Background: an optimization exercise with open tools, aiming at small area, a short achievable clock period and few clock cycles. Do not read the settings as production practice. RTL that was checked went through simulation tests only; none was proved equivalent to the original. No activity file was given, so power comes from the tool's default toggle rates.

Design ARM, start of the top module:
module ARM(clk, rst, inst_addr, inst_data, data_addr, data_wdata, data_we, data_re, data_rdata);
Size in the first run: roughly 3400 cells after synthesis, about 680 flip-flops, roughly 160 I/O pins, ~0.038 mm² of cells after synthesis.
clock: 20.0 ns
lec_check: 0
cap_margin: 20
core_margin: 2
core_utilization: 40
cts_buf_list: sky130_fd_sc_hd__clkbuf_8
slew_margin: 20
synth_hierarchical: 1
standard.sh (not shown) runs the stock make flow with config.mk's settings and CLKGATE_MAP_FILE= SYNTH_SCRIPT=/design/flow/synth_recipe.tcl, a recipe that flattens the netlist after the stock synthesis.
==> flow/flow/run.sh <==
#!/bin/bash
set -euo pipefail
KNOBS=()
while IFS= read -r line; do
  [[ -z "$line" || "$line" == \#* ]] && continue
  KNOBS+=("$line")
done < flow/knobs.txt
bash standard.sh "${KNOBS[@]}" finish > standard_flow.log 2>&1
==> flow/flow/knobs.txt <==
SETUP_SLACK_MARGIN=14.25
BUFFER_PORTS_ARGS=-buffer_cell sky130_fd_sc_hd__buf_2
Testbench counts at the start, summed over its fixed seeds: cycles 82,314.
Edit:
==> flow/flow/knobs.txt (replaced) <==
SETUP_SLACK_MARGIN=14
BUFFER_PORTS_ARGS=-buffer_cell sky130_fd_sc_hd__buf_2
--- a/flow/config.mk
+++ b/flow/config.mk
@@ -13 +13,2 @@
 export SYNTH_HIERARCHICAL = 1
+export TNS_END_PERCENT = 10
The new run finished with timing, DRC and antenna clean.
Sequential share of layout area rose by 1.5 points.
Cell area decreases by 3.7%.
Synthesized cell count stays the same.
Critical path depth is unchanged.
Wire length fell by about 3%.
Non-clock buffer count goes down by 82.
First-iteration DRC count shrinks by about 4%.
Setup slack degrades by 0.17 ns.
Edit:
--- a/flow/config.mk
+++ b/flow/config.mk
@@ -11,4 +11,4 @@
 export CTS_BUF_LIST = sky130_fd_sc_hd__clkbuf_8
+export GPL_TIMING_DRIVEN = 1
 export SLEW_MARGIN = 20
 export SYNTH_HIERARCHICAL = 1
-export TNS_END_PERCENT = 10
Effect: Routed wire length barely changes. Design area rose by 2.2%. Maximum frequency rose by 1.5%. Worst setup slack improves by 0.089 ns. Non-clock buffer count rose by 42. Clock-buffer cell count fell by 17. Cell count rose by 0.74%. Sequential cell count does not change. Clock skew fell by 0.038 ns. Via count barely changes. Total power rose by 0.70%.
Edit:
==> flow/flow/knobs.txt (replaced) <==
SETUP_SLACK_MARGIN=13.7
BUFFER_PORTS_ARGS=-buffer_cell sky130_fd_sc_hd__buf_2
--- a/flow/config.mk
+++ b/flow/config.mk
@@ -11,3 +11,2 @@
 export CTS_BUF_LIST = sky130_fd_sc_hd__clkbuf_8
-export GPL_TIMING_DRIVEN = 1
 export SLEW_MARGIN = 20
Result: The changed run ran to the end with no violations. Clock power barely changes. Non-clock buffer count drops by 47. Worst setup slack loses 0.15 ns.
Edit:
==> flow/flow/knobs.txt (replaced) <==
SETUP_SLACK_MARGIN=14
BUFFER_PORTS_ARGS=-buffer_cell sky130_fd_sc_hd__buf_2
After rerunning: The new run went through all stages and came out clean; core utilization goes up by 1.1 points; wire length goes up by 0.37%; design area goes up by 2.5%; via count stays flat.
Edit:
--- a/flow/config.mk
+++ b/flow/config.mk
@@ -11,2 +11,4 @@
 export CTS_BUF_LIST = sky130_fd_sc_hd__clkbuf_8
+export CTS_CLUSTER_DIAMETER = 45
+export CTS_CLUSTER_SIZE = 30
 export SLEW_MARGIN = 20
Outcome: The new run completed with no timing, DRC or antenna violations. First-iteration DRC count went up slightly. Worst setup slack loses 0.022 ns. Synthesized cell count is unchanged. Cell count went down slightly. Power went down slightly. Hold slack loses 0.0087 ns.

========
ARM, a different RTL version from the one above (not shown whole).
For scale: ~710 flip-flops, about 160 I/O pins, ~0.040 mm² of cells after synthesis.
// ARM
module ARM(clk, rst, inst_addr, inst_data, data_addr, data_wdata, data_we, data_re, data_rdata);
Settings: LEC_CHECK=0, CAP_MARGIN=20, CORE_MARGIN=2, CORE_UTILIZATION=40, SLEW_MARGIN=20; clock period 20.0 ns.
==> flow/flow/knobs.txt <==
SETUP_SLACK_MARGIN=14
Scripts as last shown in full above: flow/flow/run.sh
Testbench counts at the start, summed over its fixed seeds: cycles 81,880.
Then changed:
==> flow/flow/run.sh (replaced) <==
#!/bin/bash
set -euo pipefail
MARGIN=$(cat flow/margin.txt)
bash standard.sh SETUP_SLACK_MARGIN=$MARGIN finish > standard_flow.log 2>&1
==> flow/flow/margin.txt (new file) <==
14
removed: flow/flow/knobs.txt
Outcome: Worst hold slack is unchanged; register-to-register slack barely changes; sequential share of layout area does not change; worst setup slack stays the same; wire length does not change; via count does not change; cell count is unchanged; final area is unchanged.

========
== PW ==
ARM, a different RTL version from the one above (not shown whole).
For scale: about 3500 cells after synthesis, ~39000 um2 of cells after synthesis.
Settings: LEC_CHECK=0, CAP_MARGIN=20, CORE_MARGIN=2, CORE_UTILIZATION=50, CTS_BUF_LIST=sky130_fd_sc_hd__clkbuf_8, SLEW_MARGIN=20, SYNTH_HIERARCHICAL=1; clock period 20.0 ns.
==> flow/flow/run.sh <==
#!/bin/bash
set -euo pipefail
KNOBS=()
while IFS= read -r line; do
  [[ -z "$line" || "$line" == \#* ]] && continue
  KNOBS+=("$line")
done < flow/knobs.txt
bash standard.sh "${KNOBS[@]}" finish > standard_flow.log 2>&1
==> flow/flow/knobs.txt <==
SETUP_SLACK_MARGIN=14
BUFFER_PORTS_ARGS=-buffer_cell sky130_fd_sc_hd__buf_2
The final layout from PW, which completed every stage, passed the timing, design-rule and antenna checks at the end of the flow.
[inputs] TR vs PW
- changing CORE_UTILIZATION from 50 to 40
PW reports its highest metal layer used by the detailed router as met5 while TR reports met4.
When TR is set beside PW, its total chip power turns out to be 0.48% smaller.
Of TR and PW, TR shows the lower power density over cell area, with PW above it.
Final layout net count, TR vs PW: down slightly
When TR is measured against PW, its share of cell area taken by multi-input logic gates turns out 0.28 points lower.
~same final standard cell area without fillers in TR and PW
[TR vs PW] detailed-placement wirelength estimate: lower in TR
Summary: with PW as the reference, routed length on met3 in TR moved down by a little under 10%.
Compared with PW, TR shows routability-driven placement congestion ratio that has gone down by a few percent.
Compared TR against PW; sequential cell power within noise.
Total combinational power in TR is about 3% below PW.
Diff PW -> TR | clock network fraction of total power | increase of 0.2 points
No functional check of the RTL was part of any run of this note.

========
ARM, a different RTL version from the one above (not shown whole).
Size: ~680 flip-flops, about 40000 µm² of cells after synthesis.
clock: 20.0 ns
lec_check: 0
cap_margin: 20
core_margin: 2
core_utilization: 50
cts_buf_list: sky130_fd_sc_hd__clkbuf_4
slew_margin: 20
synth_hierarchical: 1
Scripts as last shown in full above: flow/flow/run.sh, flow/flow/knobs.txt
The starting point completed without violations.
Testbench counts at the start, summed over its fixed seeds: cycles 81,948.
Rerun with:
CORE_UTILIZATION = 40   (was 50)
CTS_BUF_LIST = sky130_fd_sc_hd__clkbuf_8   (was sky130_fd_sc_hd__clkbuf_4)
Result:
- non-clock buffer count is higher by 6
- final cell count is higher by 2.7%
- register-to-register slack gains 90 ps
- setup slack gains 12 ps
- synthesized cell count stays the same
- critical path depth does not change
- die area is higher by 25%
- hold slack loses 12 ps
- maximum frequency hardly moves
- wire length stays flat
Rerun with:
==> flow/flow/knobs.txt (replaced) <==
SETUP_SLACK_MARGIN=14
CTS_BUF_LIST = unset   (was sky130_fd_sc_hd__clkbuf_8)
Outcome: The changed run ran to the end with no violations. Design area increases by 2.8%. Register-to-register slack is better by 50 ps. Wire length rose by 0.38%.

-- what the ideal ports hide --
How much do the figures lean on ideal ports? The routed layouts below were timed once more, with nothing changed but the port constraints. Step 1: set_driving_cell puts a clkbuf_16 on clk and a buf_2 on each other input, an assumption about the parent block. Step 2, shift: input delay + t, output delay - t, t = (earliest + latest rising clock arrival at the registers) / 2. This alone moves slack from input paths to output paths. Three values: ideal ports, drivers, drivers and shift; two values: the first two.
run | t, ns | setup slack, ns | hold WS [ns] | worst setup path at the end | clock arrival spread, ns
the first run of note 1 | 0.849 | 14.075 / 14.075 / 13.421 | 0.503 / 0.503 / 0.503 | input to register | 0.067 / 0.067
the second run of note 1 | 0.868 | 13.900 / 13.900 / 13.232 | 0.492 / 0.492 / 0.492 | input to register | 0.078 / 0.078
the third run of note 1 | 0.833 | 13.988 / 13.920 / 13.390 | 0.500 / 0.500 / 0.500 | input to register | 0.050 / 0.050
the fourth run of note 1 | 0.879 | 13.839 / 13.827 / 13.239 | 0.484 / 0.484 / 0.484 | input to register | 0.081 / 0.081
the fifth run of note 1 | 0.833 | 13.988 / 13.920 / 13.390 | 0.500 / 0.500 / 0.500 | input to register | 0.050 / 0.050
the sixth run of note 1 | 0.861 | 13.967 / 13.890 / 13.326 | 0.491 / 0.491 / 0.491 | input to register | 0.080 / 0.081
the first run of note 2 | 0.724 | 13.569 / 13.590 / 12.866 | 0.446 / 0.446 / 0.446 | input to register | 0.029 / 0.029
the second run of note 2 | 0.724 | 13.569 / 13.590 / 12.866 | 0.446 / 0.446 / 0.446 | input to register | 0.029 / 0.029
PW | 0.817 | 13.958 / 13.958 / 13.305 | 0.503 / 0.503 / 0.503 | input to register | 0.049 / 0.049
TR | 0.843 | 14.000 / 13.959 / 13.342 | 0.511 / 0.511 / 0.511 | input to register | 0.067 / 0.067
the first run of note 4 | 1.174 | 13.917 / 13.849 / 13.104 | 0.527 / 0.527 / 0.527 | input to register | 0.093 / 0.094
the second run of note 4 | 0.871 | 13.929 / 13.864 / 13.256 | 0.515 / 0.515 / 0.515 | input to register | 0.065 / 0.065
the third run of note 4 | 0.732 | 13.971 / 13.934 / 13.283 | 0.510 / 0.510 / 0.510 | input to register | 0.054 / 0.054
After both steps setup and hold are still met in every run listed. For the first run of note 4, which loses most, drivers alone change the setup slack by -0.068 ns; drivers and shift together by -0.813 ns.
